What follows belongs to an exercise in optimizing a design on an open flow for small area; a production flow would make more cautious choices.
Where RTL was checked, it was by simulation tests only, not by an equivalence proof against the original.
Power figures rest on the tool's default switching activity, not on a simulated workload.

==> job 6569 <==
==> flow/design.v <==
module risc(clk, reset, mem_addr, mem_wdata, mem_rdata, mem_read, mem_write,
            rg0, rg1, rg2, rg3, rg4, rg5, rg6, rg7);
input clk, reset;
output [15:0] mem_addr, mem_wdata;
input  [15:0] mem_rdata;
output mem_read, mem_write;
output reg [15:0] rg0, rg1, rg2, rg3, rg4, rg5, rg6, rg7;
localparam P_RST = 3'd0, P_FET = 3'd1, P_DEC = 3'd2,
           P_E1  = 3'd3, P_E2  = 3'd4, P_E3  = 3'd5;
reg [2:0]  ph;
reg [15:0] ir;
reg [15:0] t;
reg        cf, zf;
wire fet = ph == P_FET;
wire dec = ph == P_DEC;
wire e1  = ph == P_E1;
wire e2  = ph == P_E2;
wire e3  = ph == P_E3;
wire [3:0] op = ir[15:12];
wire [2:0] ra = ir[11:9];
wire [2:0] rb = ir[8:6];
wire [2:0] rc = ir[5:3];
wire [1:0] cz = ir[1:0];
wire o_add  = op == 4'b0000;
wire o_adi  = op == 4'b0001;
wire o_nand = op == 4'b0010;
wire o_lhi  = op == 4'b0011;
wire o_lw   = op == 4'b0100;
wire o_sw   = op == 4'b0101;
wire o_lm   = op == 4'b0110;
wire o_sm   = op == 4'b0111;
wire o_lmsm = op[3:1] == 3'b011;
wire o_j    = op[3:1] == 3'b100;
wire o_jal  = op == 4'b1000;
wire o_jlr  = op == 4'b1001;
wire o_beq  = op == 4'b1100;
wire [15:0] sext6 = {{10{ir[5]}}, ir[5:0]};
wire [15:0] sext9 = {{7{ir[8]}}, ir[8:0]};
wire [7:0] msk = ir[7:0];
wire [8:0] mlow;
assign mlow[0] = 1'b0;
genvar m;
generate for (m = 0; m < 8; m = m + 1) begin : g_msk
  assign mlow[m+1] = mlow[m] | msk[m];
end endgenerate
wire       out_en = mlow[8];
reg  [2:0] cadd;
always @(*) begin
  casez (msk)
    8'b???????1: cadd = 3'd0;
    8'b??????10: cadd = 3'd1;
    8'b?????100: cadd = 3'd2;
    8'b????1000: cadd = 3'd3;
    8'b???10000: cadd = 3'd4;
    8'b??100000: cadd = 3'd5;
    8'b?1000000: cadd = 3'd6;
    default:     cadd = 3'd7;
  endcase
end
wire cond_ok = (cz == 2'b00) | (cz == 2'b10 & cf) | (cz == 2'b01 & zf);
wire dec_go  = ((o_add | o_nand) & cond_ok) | o_adi | o_lhi | o_lw | o_sw |
               o_lmsm | o_j | o_beq;
reg [2:0] aaddr;
always @(*) begin
  aaddr = 3'd7;
  if (dec)
    aaddr = o_beq ? ra : rb;
  else if (e1)
    aaddr = (o_lhi | o_beq) ? rb : o_j ? 3'd7 : ra;
  else if (e2)
    aaddr = o_lmsm ? cadd : o_jal ? 3'd7 : o_jlr ? rb : ra;
end
reg [15:0] pa;
always @(*) begin
  case (aaddr)
    3'd0: pa = rg0;
    3'd1: pa = rg1;
    3'd2: pa = rg2;
    3'd3: pa = rg3;
    3'd4: pa = rg4;
    3'd5: pa = rg5;
    3'd6: pa = rg6;
    default: pa = rg7;
  endcase
end
wire a_t = (e1 & (o_adi | o_lw | o_sw)) | (e2 & (o_add | o_lmsm | o_sw | o_beq | o_lw));
wire [15:0] a = a_t ? t : pa;
wire b_t   = e1 & (o_add | o_nand | o_beq);
wire b_imm = (dec & (o_adi | o_lw | o_sw)) | (e2 & o_jal) | e3;
wire b_ff  = dec & o_beq;
wire [15:0] b = ({16{b_t}} & t) | ({16{b_imm}} & sext6) | {16{b_ff}};
wire cin   = fet | (e1 & o_beq) | (e2 & o_lmsm);
wire nand_op = (dec & o_beq) | (e1 & o_nand);
wire [16:0] c;
wire [15:0] sum;
assign c[0] = cin;
genvar i;
generate for (i = 0; i < 16; i = i + 1) begin : g_add
  assign sum[i]  = a[i] ^ b[i] ^ c[i];
  assign c[i+1]  = (a[i] & b[i]) | (c[i] & (a[i] ^ b[i]));
end endgenerate
wire [15:0] nandv = ~(pa & (t | {16{b_ff}}));
wire [15:0] y = nand_op ? nandv : sum;
wire z15  = ~|a[14:0];
wire a15  = a[15];
wire r2s  = b[15] ^ (e1 & o_beq);
wire fcar = (a15 == r2s) ? a15 : ~y[15];
assign mem_addr  = a;
assign mem_wdata = pa;
assign mem_read  = fet | (e1 & (o_lhi | o_lw | o_lmsm)) | (e2 & o_lm);
assign mem_write = e2 & ((o_sw) | (o_sm & out_en));
wire wen = fet | (e1 & (o_adi | o_lhi | o_lw | o_nand | o_j)) |
           (e2 & (o_add | (o_lm & out_en) | o_j)) | e3;
reg [2:0] waddr;
always @(*) begin
  waddr = 3'd7;
  if (e1)
    waddr = o_nand ? rc : ra;
  else if (e2)
    waddr = o_add ? rc : o_lm ? cadd : 3'd7;
end
wire [15:0] wd = (e1 & o_lw) | (e2 & o_lm) ? mem_rdata :
                 (e1 & o_lhi) ? sext9 : y;
wire [15:0] wdg = wd & {16{reset}};
wire [7:0] we;
genvar k;
generate for (k = 0; k < 8; k = k + 1) begin : g_we
  assign we[k] = ~reset | (wen & waddr == k);
end endgenerate
always @(posedge clk) begin
  if (we[0]) rg0 <= wdg;
  if (we[1]) rg1 <= wdg;
  if (we[2]) rg2 <= wdg;
  if (we[3]) rg3 <= wdg;
  if (we[4]) rg4 <= wdg;
  if (we[5]) rg5 <= wdg;
  if (we[6]) rg6 <= wdg;
  if (we[7]) rg7 <= wdg;
end
always @(posedge clk) t <= y;
always @(posedge clk) begin
  if (fet)
    ir <= mem_rdata;
  else if (e2 & o_lmsm)
    ir[7:0] <= msk & mlow[7:0];
end
always @(posedge clk) begin
  if (!reset) begin
    cf <= 1'b0;
    zf <= 1'b0;
  end else begin
    if (dec & o_add & cond_ok) begin
      cf <= a15;
      zf <= z15;
    end
    if (dec & o_lw) begin
      cf <= 1'b0;
      zf <= z15 & ~a15;
    end
    if (dec & o_adi) cf <= fcar;
    if (e1 & o_adi) zf <= z15 & ~a15;
    if (e1 & o_beq) cf <= fcar;
    if (e2 & o_beq) zf <= z15 & ~a15;
  end
end
always @(posedge clk) begin
  if (!reset)
    ph <= P_RST;
  else case (ph)
    P_RST: ph <= P_FET;
    P_FET: ph <= P_DEC;
    P_DEC: ph <= dec_go ? P_E1 : P_FET;
    P_E1:  ph <= (o_add | o_lw | o_sw | o_lmsm | o_beq | o_j) ? P_E2 : P_FET;
    P_E2:  ph <= (o_lmsm & out_en) ? P_E2 :
                 (o_beq & z15 & ~a15) ? P_E3 : P_FET;
    default: ph <= P_FET;
  endcase
end
endmodule
==> flow/flow/run.sh <==
#!/bin/bash
# The standard layout (standard.sh) with these changes to how the layout
# is made:
#  - synthesis: synth_recipe.tcl unchanged, except that ABC maps the logic with
#    an area script (flow/area.abc); see flow/area_synth.tcl;
#  - each port gets a buf_1 as its port buffer;
#  - CTS uses clkbuf_8 cells and no dummy loads.
# make's output goes to standard.log; ORFS's per-step logs stay under orfs/logs.
set -euo pipefail
WORK=$(pwd)
export AREA_ABC_SCRIPT=$WORK/flow/area.abc
export FLOW_SYNTH_TCL=$WORK/synth_recipe.tcl
export BUFFER_PORTS_ARGS="-buffer_cell sky130_fd_sc_hd__buf_1"
export CTS_ARGS="-sink_clustering_enable -repair_clock_nets -dont_use_dummy_load -buf_list sky130_fd_sc_hd__clkbuf_8"
sed "s|SYNTH_SCRIPT=[^ ]*|SYNTH_SCRIPT=$WORK/flow/area_synth.tcl|" standard.sh > my_standard.sh
grep -q "SYNTH_SCRIPT=$WORK/flow/area_synth.tcl" my_standard.sh
bash my_standard.sh > standard.log 2>&1
==> flow/flow/area.abc <==
strash
dc2
dch -f
map -a
strash
dc2
dch -f
map -a
strash
dch -f
map -a
==> flow/flow/area_synth.tcl <==
# The standard flow's synthesis script (synth_recipe.tcl, sourced unchanged) with one
# change: ABC's technology mapping uses flow/area.abc, an area-oriented
# script, in place of ORFS's script. Registers are mapped before ABC runs,
# so they are exactly the standard synthesis's.
proc abc {args} {
  set i [lsearch -exact $args -script]
  if { $i >= 0 } {
    lset args [expr { $i + 1 }] $::env(AREA_ABC_SCRIPT)
  }
  yosys abc {*}$args
}
source $::env(FLOW_SYNTH_TCL)
==> flow/standard.sh <==
#!/bin/bash
# synth_recipe.tcl (not shown) runs the flow's synth.tcl, then flattens the netlist and writes it again
# the make line also repeats each setting of config.mk as NAME=value (left out here)
make -C /OpenROAD-flow-scripts/flow DESIGN_CONFIG=/design/flow/config.mk WORK_HOME=/design/flow/orfs CLKGATE_MAP_FILE= SYNTH_SCRIPT=/design/flow/synth_recipe.tcl "${@:-finish}"
==> flow/config.mk <==
export PLATFORM = sky130hd
export DESIGN_NAME = risc
export DESIGN_NICKNAME = risc
export VERILOG_FILES = /design/flow/design.v
export SDC_FILE = /design/flow/constraint.sdc
export NUM_CORES = 4
export LEC_CHECK = 0
export CAP_MARGIN = 20
export CORE_MARGIN = 2
export CORE_UTILIZATION = 40
export GPL_TIMING_DRIVEN = 0
export SLEW_MARGIN = 20
==> flow/constraint.sdc <==
create_clock -name core_clock -period 10.0 [get_ports {clk}]
set_input_delay 2.0000 -clock core_clock [delete_from_list [all_inputs] [get_ports {clk}]]
set_output_delay 2.0000 -clock core_clock [all_outputs]
set_load 0.01 [all_outputs]
==> inputs of job 9104, as changes to job 6569 <==
==> flow/design.v, changed modules only <==
module risc(clk, reset, mem_addr, mem_wdata, mem_rdata, mem_read, mem_write,
            rg0, rg1, rg2, rg3, rg4, rg5, rg6, rg7);
input clk, reset;
output [15:0] mem_addr, mem_wdata;
input  [15:0] mem_rdata;
output mem_read, mem_write;
output reg [15:0] rg0, rg1, rg2, rg3, rg4, rg5, rg6, rg7;
localparam P_RST = 3'd0, P_FET = 3'd1, P_DEC = 3'd2, P_E1 = 3'd3,
           P_E2  = 3'd4, P_E3  = 3'd5, P_E2L = 3'd6;
reg [2:0]  ph;
reg [2:0]  aq;
reg [15:0] ir;
reg [15:0] t;
reg        cf, zf;
wire fet = ph == P_FET;
wire dec = ph == P_DEC;
wire e1  = ph == P_E1;
wire e2  = ph == P_E2;
wire e3  = ph == P_E3;
wire e2l = ph == P_E2L;
wire [3:0] op = ir[15:12];
wire [2:0] ra = ir[11:9];
wire [2:0] rb = ir[8:6];
wire [2:0] rc = ir[5:3];
wire [1:0] cz = ir[1:0];
wire o_add  = op == 4'b0000;
wire o_adi  = op == 4'b0001;
wire o_nand = op == 4'b0010;
wire o_lhi  = op == 4'b0011;
wire o_lw   = op == 4'b0100;
wire o_sw   = op == 4'b0101;
wire o_lm   = op == 4'b0110;
wire o_sm   = op == 4'b0111;
wire o_lmsm = op[3:1] == 3'b011;
wire o_j    = op[3:1] == 3'b100;
wire o_jal  = op == 4'b1000;
wire o_jlr  = op == 4'b1001;
wire o_beq  = op == 4'b1100;
wire [15:0] sext6 = {{10{ir[5]}}, ir[5:0]};
wire [15:0] sext9 = {{7{ir[8]}}, ir[8:0]};
wire [7:0] msk = ir[7:0];
wire [8:0] mlow;
assign mlow[0] = 1'b0;
genvar m;
generate for (m = 0; m < 8; m = m + 1) begin : g_msk
  assign mlow[m+1] = mlow[m] | msk[m];
end endgenerate
wire       m_any = mlow[8];
reg  [2:0] m_idx;
always @(*) begin
  casez (msk)
    8'b???????1: m_idx = 3'd0;
    8'b??????10: m_idx = 3'd1;
    8'b?????100: m_idx = 3'd2;
    8'b????1000: m_idx = 3'd3;
    8'b???10000: m_idx = 3'd4;
    8'b??100000: m_idx = 3'd5;
    8'b?1000000: m_idx = 3'd6;
    default:     m_idx = 3'd7;
  endcase
end
wire cond_ok = (cz == 2'b00) | (cz == 2'b10 & cf) | (cz == 2'b01 & zf);
wire dec_go  = ((o_add | o_nand) & cond_ok) | o_adi | o_lhi | o_lw | o_sw |
               o_lmsm | o_j | o_beq;
wire beq_taken;
reg [2:0] nph;
always @(*) begin
  case (ph)
    P_RST: nph = P_FET;
    P_FET: nph = P_DEC;
    P_DEC: nph = dec_go ? P_E1 : P_FET;
    P_E1:  nph = o_lmsm ? (m_any ? P_E2 : P_E2L) :
                 (o_add | o_lw | o_sw | o_beq | o_j) ? P_E2 : P_FET;
    P_E2:  nph = o_lmsm ? (m_any ? P_E2 : P_E2L) :
                 beq_taken ? P_E3 : P_FET;
    default: nph = P_FET;
  endcase
end
wire [3:0] n_op = mem_rdata[15:12];
reg  [2:0] na;
always @(*) begin
  na = 3'd7;
  if (nph == P_FET)
    na = 3'd7;
  else if (fet)
    na = (n_op == 4'b1100) ? mem_rdata[11:9] : mem_rdata[8:6];
  else if (dec)
    na = (o_lhi | o_beq) ? rb : o_j ? 3'd7 : ra;
  else if (e1)
    na = o_lmsm ? m_idx : o_jlr ? rb : o_jal ? 3'd7 : ra;
  else if (e2)
    na = o_lmsm ? m_idx : 3'd7;
end
always @(posedge clk) aq <= na;
wire [2:0] aaddr = aq;
reg [15:0] pa;
always @(*) begin
  case (aaddr)
    3'd0: pa = rg0;
    3'd1: pa = rg1;
    3'd2: pa = rg2;
    3'd3: pa = rg3;
    3'd4: pa = rg4;
    3'd5: pa = rg5;
    3'd6: pa = rg6;
    default: pa = rg7;
  endcase
end
wire [3:0] nop = mem_rdata[15:12];
wire n_adi_lw_sw = nop == 4'b0001 || nop == 4'b0100 || nop == 4'b0101;
wire n_beq       = nop == 4'b1100;
reg a_t, b_t, b_imm, b_ff, cin, nand_op;
always @(posedge clk) begin
  a_t     <= (dec & (o_adi | o_lw | o_sw)) | (e1 & (o_add | o_lw | o_sw | o_beq)) |
             ((e1 | e2) & o_lmsm);
  b_t     <= dec & (((o_add | o_nand) & cond_ok) | o_beq);
  b_imm   <= (fet & n_adi_lw_sw) | (e1 & o_jal) | (e2 & beq_taken);
  b_ff    <= fet & n_beq;
  cin     <= (nph == P_FET) | (dec & o_beq) | ((e1 | e2) & o_lmsm & m_any);
  nand_op <= (fet & n_beq) | (dec & o_nand & cond_ok);
end
wire [15:0] a = a_t ? t : pa;
wire [15:0] b = ({16{b_t}} & t) | ({16{b_imm}} & sext6) | {16{b_ff}};
wire [16:0] c;
wire [15:0] sum;
assign c[0] = cin;
genvar i;
generate for (i = 0; i < 16; i = i + 1) begin : g_add
  assign sum[i]  = a[i] ^ b[i] ^ c[i];
  assign c[i+1]  = (a[i] & b[i]) | (c[i] & (a[i] ^ b[i]));
end endgenerate
wire [15:0] nandv = ~(pa & (t | {16{b_ff}}));
wire [15:0] y = nand_op ? nandv : sum;
wire z15  = ~|a[14:0];
wire a15  = a[15];
wire r2s  = b[15] ^ (e1 & o_beq);
wire fcar = (a15 == r2s) ? a15 : ~y[15];
assign beq_taken = o_beq & z15 & ~a15;
assign mem_addr  = a;
assign mem_wdata = pa;
assign mem_read  = fet | (e1 & (o_lhi | o_lw | o_lmsm)) | ((e2 | e2l) & o_lm);
assign mem_write = e2 & (o_sw | o_sm);
wire wen = fet | (e1 & (o_adi | o_lhi | o_lw | o_nand | o_j)) |
           (e2 & (o_add | o_lm | o_j)) | e3;
reg [2:0] waddr;
always @(*) begin
  waddr = 3'd7;
  if (e1)
    waddr = o_nand ? rc : ra;
  else if (e2)
    waddr = o_add ? rc : o_lm ? aq : 3'd7;
end
wire wd_m = reset & ((e1 & o_lw) | (e2 & o_lm));
wire wd_s = reset & e1 & o_lhi;
wire wd_y = reset & ~((e1 & (o_lw | o_lhi)) | (e2 & o_lm));
wire [15:0] wdg = ({16{wd_m}} & mem_rdata) | ({16{wd_s}} & sext9) | ({16{wd_y}} & y);
wire [7:0] we;
genvar k;
generate for (k = 0; k < 8; k = k + 1) begin : g_we
  assign we[k] = ~reset | (wen & waddr == k);
end endgenerate
always @(posedge clk) begin
  if (we[0]) rg0 <= wdg;
  if (we[1]) rg1 <= wdg;
  if (we[2]) rg2 <= wdg;
  if (we[3]) rg3 <= wdg;
  if (we[4]) rg4 <= wdg;
  if (we[5]) rg5 <= wdg;
  if (we[6]) rg6 <= wdg;
  if (we[7]) rg7 <= wdg;
end
always @(posedge clk) t <= y;
always @(posedge clk) begin
  if (fet)
    ir <= mem_rdata;
  else if ((e1 | e2) & o_lmsm)
    ir[7:0] <= msk & mlow[7:0];
end
wire add_go = dec & o_add & cond_ok;
wire cf_en  = ~reset | add_go | (dec & (o_lw | o_adi)) | (e1 & o_beq);
wire cf_d   = reset & (add_go ? a15 : ~(dec & o_lw) & fcar);
wire zf_en  = ~reset | add_go | (dec & o_lw) | (e1 & o_adi) | (e2 & o_beq);
wire zf_d   = reset & z15 & (~a15 | add_go);
always @(posedge clk) begin
  if (cf_en) cf <= cf_d;
  if (zf_en) zf <= zf_d;
end
always @(posedge clk) begin
  if (!reset)
    ph <= P_RST;
  else
    ph <= nph;
end
endmodule
Settings changed: CAP_MARGIN 20 to 0, GPL_TIMING_DRIVEN 0 to unset, SLEW_MARGIN 20 to 0.
==> inputs of job 2932, as changes to job 6569 <==
==> flow/design.v, changed modules only <==
module risc(clk, reset, mem_addr, mem_wdata, mem_rdata, mem_read, mem_write,
            rg0, rg1, rg2, rg3, rg4, rg5, rg6, rg7);
input clk, reset;
output [15:0] mem_addr, mem_wdata;
input  [15:0] mem_rdata;
output mem_read, mem_write;
output reg [15:0] rg0, rg1, rg2, rg3, rg4, rg5, rg6, rg7;
localparam P_RST = 3'd0, P_FET = 3'd1, P_DEC = 3'd2, P_E1 = 3'd3,
           P_E2  = 3'd4, P_E3  = 3'd5, P_E2L = 3'd6;
reg [2:0]  ph;
reg [2:0]  aq;
reg [15:0] ir;
reg [15:0] t;
reg        cf, zf;
wire fet = ph == P_FET;
wire dec = ph == P_DEC;
wire e1  = ph == P_E1;
wire e2  = ph == P_E2;
wire e3  = ph == P_E3;
wire e2l = ph == P_E2L;
wire [3:0] op = ir[15:12];
wire [2:0] ra = ir[11:9];
wire [2:0] rb = ir[8:6];
wire [2:0] rc = ir[5:3];
wire [1:0] cz = ir[1:0];
wire o_add  = op == 4'b0000;
wire o_adi  = op == 4'b0001;
wire o_nand = op == 4'b0010;
wire o_lhi  = op == 4'b0011;
wire o_lw   = op == 4'b0100;
wire o_sw   = op == 4'b0101;
wire o_lm   = op == 4'b0110;
wire o_sm   = op == 4'b0111;
wire o_lmsm = op[3:1] == 3'b011;
wire o_j    = op[3:1] == 3'b100;
wire o_jal  = op == 4'b1000;
wire o_jlr  = op == 4'b1001;
wire o_beq  = op == 4'b1100;
wire [15:0] sext6 = {{10{ir[5]}}, ir[5:0]};
wire [15:0] sext9 = {{7{ir[8]}}, ir[8:0]};
wire [7:0] msk = ir[7:0];
wire [8:0] mlow;
assign mlow[0] = 1'b0;
genvar m;
generate for (m = 0; m < 8; m = m + 1) begin : g_msk
  assign mlow[m+1] = mlow[m] | msk[m];
end endgenerate
wire       m_any = mlow[8];
reg  [2:0] m_idx;
always @(*) begin
  casez (msk)
    8'b???????1: m_idx = 3'd0;
    8'b??????10: m_idx = 3'd1;
    8'b?????100: m_idx = 3'd2;
    8'b????1000: m_idx = 3'd3;
    8'b???10000: m_idx = 3'd4;
    8'b??100000: m_idx = 3'd5;
    8'b?1000000: m_idx = 3'd6;
    default:     m_idx = 3'd7;
  endcase
end
wire cond_ok = (cz == 2'b00) | (cz == 2'b10 & cf) | (cz == 2'b01 & zf);
wire dec_go  = ((o_add | o_nand) & cond_ok) | o_adi | o_lhi | o_lw | o_sw |
               o_lmsm | o_j | o_beq;
wire beq_taken;
reg [2:0] nph;
always @(*) begin
  case (ph)
    P_RST: nph = P_FET;
    P_FET: nph = P_DEC;
    P_DEC: nph = dec_go ? P_E1 : P_FET;
    P_E1:  nph = o_lmsm ? (m_any ? P_E2 : P_E2L) :
                 (o_add | o_lw | o_sw | o_beq | o_j) ? P_E2 : P_FET;
    P_E2:  nph = o_lmsm ? (m_any ? P_E2 : P_E2L) :
                 beq_taken ? P_E3 : P_FET;
    default: nph = P_FET;
  endcase
end
wire [3:0] n_op = mem_rdata[15:12];
reg  [2:0] na;
always @(*) begin
  na = 3'd7;
  if (nph == P_FET)
    na = 3'd7;
  else if (fet)
    na = (n_op == 4'b1100) ? mem_rdata[11:9] : mem_rdata[8:6];
  else if (dec)
    na = (o_lhi | o_beq) ? rb : o_j ? 3'd7 : ra;
  else if (e1)
    na = o_lmsm ? m_idx : o_jlr ? rb : o_jal ? 3'd7 : ra;
  else if (e2)
    na = o_lmsm ? m_idx : 3'd7;
end
always @(posedge clk) aq <= na;
wire [2:0] aaddr = aq;
reg [15:0] pa;
always @(*) begin
  case (aaddr)
    3'd0: pa = rg0;
    3'd1: pa = rg1;
    3'd2: pa = rg2;
    3'd3: pa = rg3;
    3'd4: pa = rg4;
    3'd5: pa = rg5;
    3'd6: pa = rg6;
    default: pa = rg7;
  endcase
end
wire [3:0] nop = mem_rdata[15:12];
wire n_adi_lw_sw = nop == 4'b0001 || nop == 4'b0100 || nop == 4'b0101;
wire n_beq       = nop == 4'b1100;
reg a_t, b_t, b_imm, b_ff, cin, nand_op;
always @(posedge clk) begin
  a_t     <= (dec & (o_adi | o_lw | o_sw)) | (e1 & (o_add | o_lw | o_sw | o_beq)) |
             ((e1 | e2) & o_lmsm);
  b_t     <= dec & (((o_add | o_nand) & cond_ok) | o_beq);
  b_imm   <= (fet & n_adi_lw_sw) | (e1 & o_jal) | (e2 & beq_taken);
  b_ff    <= fet & n_beq;
  cin     <= (nph == P_FET) | (dec & o_beq) | ((e1 | e2) & o_lmsm & m_any);
  nand_op <= (fet & n_beq) | (dec & o_nand & cond_ok);
end
wire [15:0] a = a_t ? t : pa;
wire [15:0] b = ({16{b_t}} & t) | ({16{b_imm}} & sext6) | {16{b_ff}};
wire [16:0] c;
wire [15:0] sum;
assign c[0] = cin;
genvar i;
generate for (i = 0; i < 16; i = i + 1) begin : g_add
  assign sum[i]  = a[i] ^ b[i] ^ c[i];
  assign c[i+1]  = (a[i] & b[i]) | (c[i] & (a[i] ^ b[i]));
end endgenerate
wire [15:0] nandv = ~(pa & (t | {16{b_ff}}));
wire [15:0] y = nand_op ? nandv : sum;
wire z15  = ~|a[14:0];
wire a15  = a[15];
wire r2s  = b[15] ^ (e1 & o_beq);
wire fcar = (a15 == r2s) ? a15 : ~y[15];
assign beq_taken = o_beq & z15 & ~a15;
assign mem_addr  = a;
assign mem_wdata = pa;
assign mem_read  = fet | (e1 & (o_lhi | o_lw | o_lmsm)) | ((e2 | e2l) & o_lm);
assign mem_write = e2 & (o_sw | o_sm);
wire wen = fet | (e1 & (o_adi | o_lhi | o_lw | o_nand | o_j)) |
           (e2 & (o_add | o_lm | o_j)) | e3;
reg [2:0] waddr;
always @(*) begin
  waddr = 3'd7;
  if (e1)
    waddr = o_nand ? rc : ra;
  else if (e2)
    waddr = o_add ? rc : o_lm ? aq : 3'd7;
end
wire [15:0] wd = (e1 & o_lw) | (e2 & o_lm) ? mem_rdata :
                 (e1 & o_lhi) ? sext9 : y;
wire [15:0] wdg = wd & {16{reset}};
wire [7:0] we;
genvar k;
generate for (k = 0; k < 8; k = k + 1) begin : g_we
  assign we[k] = ~reset | (wen & waddr == k);
end endgenerate
always @(posedge clk) begin
  if (we[0]) rg0 <= wdg;
  if (we[1]) rg1 <= wdg;
  if (we[2]) rg2 <= wdg;
  if (we[3]) rg3 <= wdg;
  if (we[4]) rg4 <= wdg;
  if (we[5]) rg5 <= wdg;
  if (we[6]) rg6 <= wdg;
  if (we[7]) rg7 <= wdg;
end
always @(posedge clk) t <= y;
always @(posedge clk) begin
  if (fet)
    ir <= mem_rdata;
  else if ((e1 | e2) & o_lmsm)
    ir[7:0] <= msk & mlow[7:0];
end
always @(posedge clk) begin
  if (!reset) begin
    cf <= 1'b0;
    zf <= 1'b0;
  end else begin
    if (dec & o_add & cond_ok) begin
      cf <= a15;
      zf <= z15;
    end
    if (dec & o_lw) begin
      cf <= 1'b0;
      zf <= z15 & ~a15;
    end
    if (dec & o_adi) cf <= fcar;
    if (e1 & o_adi) zf <= z15 & ~a15;
    if (e1 & o_beq) cf <= fcar;
    if (e2 & o_beq) zf <= z15 & ~a15;
  end
end
always @(posedge clk) begin
  if (!reset)
    ph <= P_RST;
  else
    ph <= nph;
end
endmodule
Settings changed: CAP_MARGIN 20 to 0, GPL_TIMING_DRIVEN 0 to unset, SLEW_MARGIN 20 to 0.
==> inputs of job 8859, as changes to job 6569 <==
Settings changed: CORE_UTILIZATION 40 to 60.
==> notes.md <==
Status -> finished clean
Router iterations before antenna repair -> 6
Design area -> 9145 um2
Worst skew pair latency -> 0.46 ns
Sink Count -> 174
Total core area -> 18890 um2
Cell Area, Synth -> 7766 um2
Internal power -> 1356 uW
That was job 9104.
==> notes.md <==
Status -> finished clean
Worst skew pair latency -> 0.46 ns
Router iterations before antenna repair -> 5
Sink Count -> 165
Internal power -> 1212 uW
Design area -> 9572 um2
Tap Cells -> 234
Cell Area, Synth -> 7515 um2
That was job 6569.
==> notes.md <==
Worst skew pair latency -> 0.46 ns
Internal power -> 1212 uW
Design area -> 9354 um2
Multi-input logic portion of the cell area -> 29.94%
Total core area -> 12110 um2
Cell Area, Synth -> 7515 um2
Most frequent cells in the layout -> buf_1, edfxtp_1, a21oi_1
Status -> finished clean
GRT busiest layer -> met2
End-of-flow core utilization -> 77.23%
Global-route wire length before repair -> 37500 um
Sink Count -> 165
Router iterations before antenna repair -> 8
Starting Density -> 62.05%
Fmax -> 102.8 MHz
Post-CTS sizing -> 55
That was job 8859.
==> notes.md <==
Total core area -> 19270 um2
Port buffer count -> 179
Worst skew pair latency -> 0.47 ns
Sink Count -> 174
Overflow after GRT -> 0
Psw -> 778.8 uW
Status -> finished clean
Design area -> 9214 um2
Internal power -> 1310 uW
CP arrival -> 9.35 ns
Cell Area, Synth -> 7799 um2
Router iterations before antenna repair -> 5
That was job 2932.
Only the layout flow was run in job 9104; the RTL was not checked for function there.

[what the ideal ports hide]
Ports are ideal in the flow. The routed layouts listed here were re-timed in OpenROAD.
Step 1 assumes that a clkbuf_16 drives the clock port and a buf_2 every other input.
Step 2 adds t to the input delays and takes it off the output delays; t is the mean of the earliest and latest rising clock arrival at the registers after step 1. Input paths then give back, and output paths get back, about the clock's delay inside the block.
Three values: ideal ports, drivers, drivers and shift; two values: the first two.
run | t, ns | setup slack, ns | worst setup path after step 2 | slew at the worst register clock pin (ns) | cell pins on the clock port's net
job 6569 | 0.482 | 0.335 / 0.335 / 0.335 | register to register | 0.10 / 0.10 | 1
job 9104 | 0.485 | 0.878 / 0.878 / 0.878 | register to register | 0.09 / 0.09 | 1
job 2932 | 0.498 | 0.952 / 0.952 / 0.952 | register to register | 0.10 / 0.10 | 1
job 8859 | 0.483 | 0.270 / 0.270 / 0.270 | register to register | 0.09 / 0.09 | 1
After both steps every run listed still meets setup and hold.
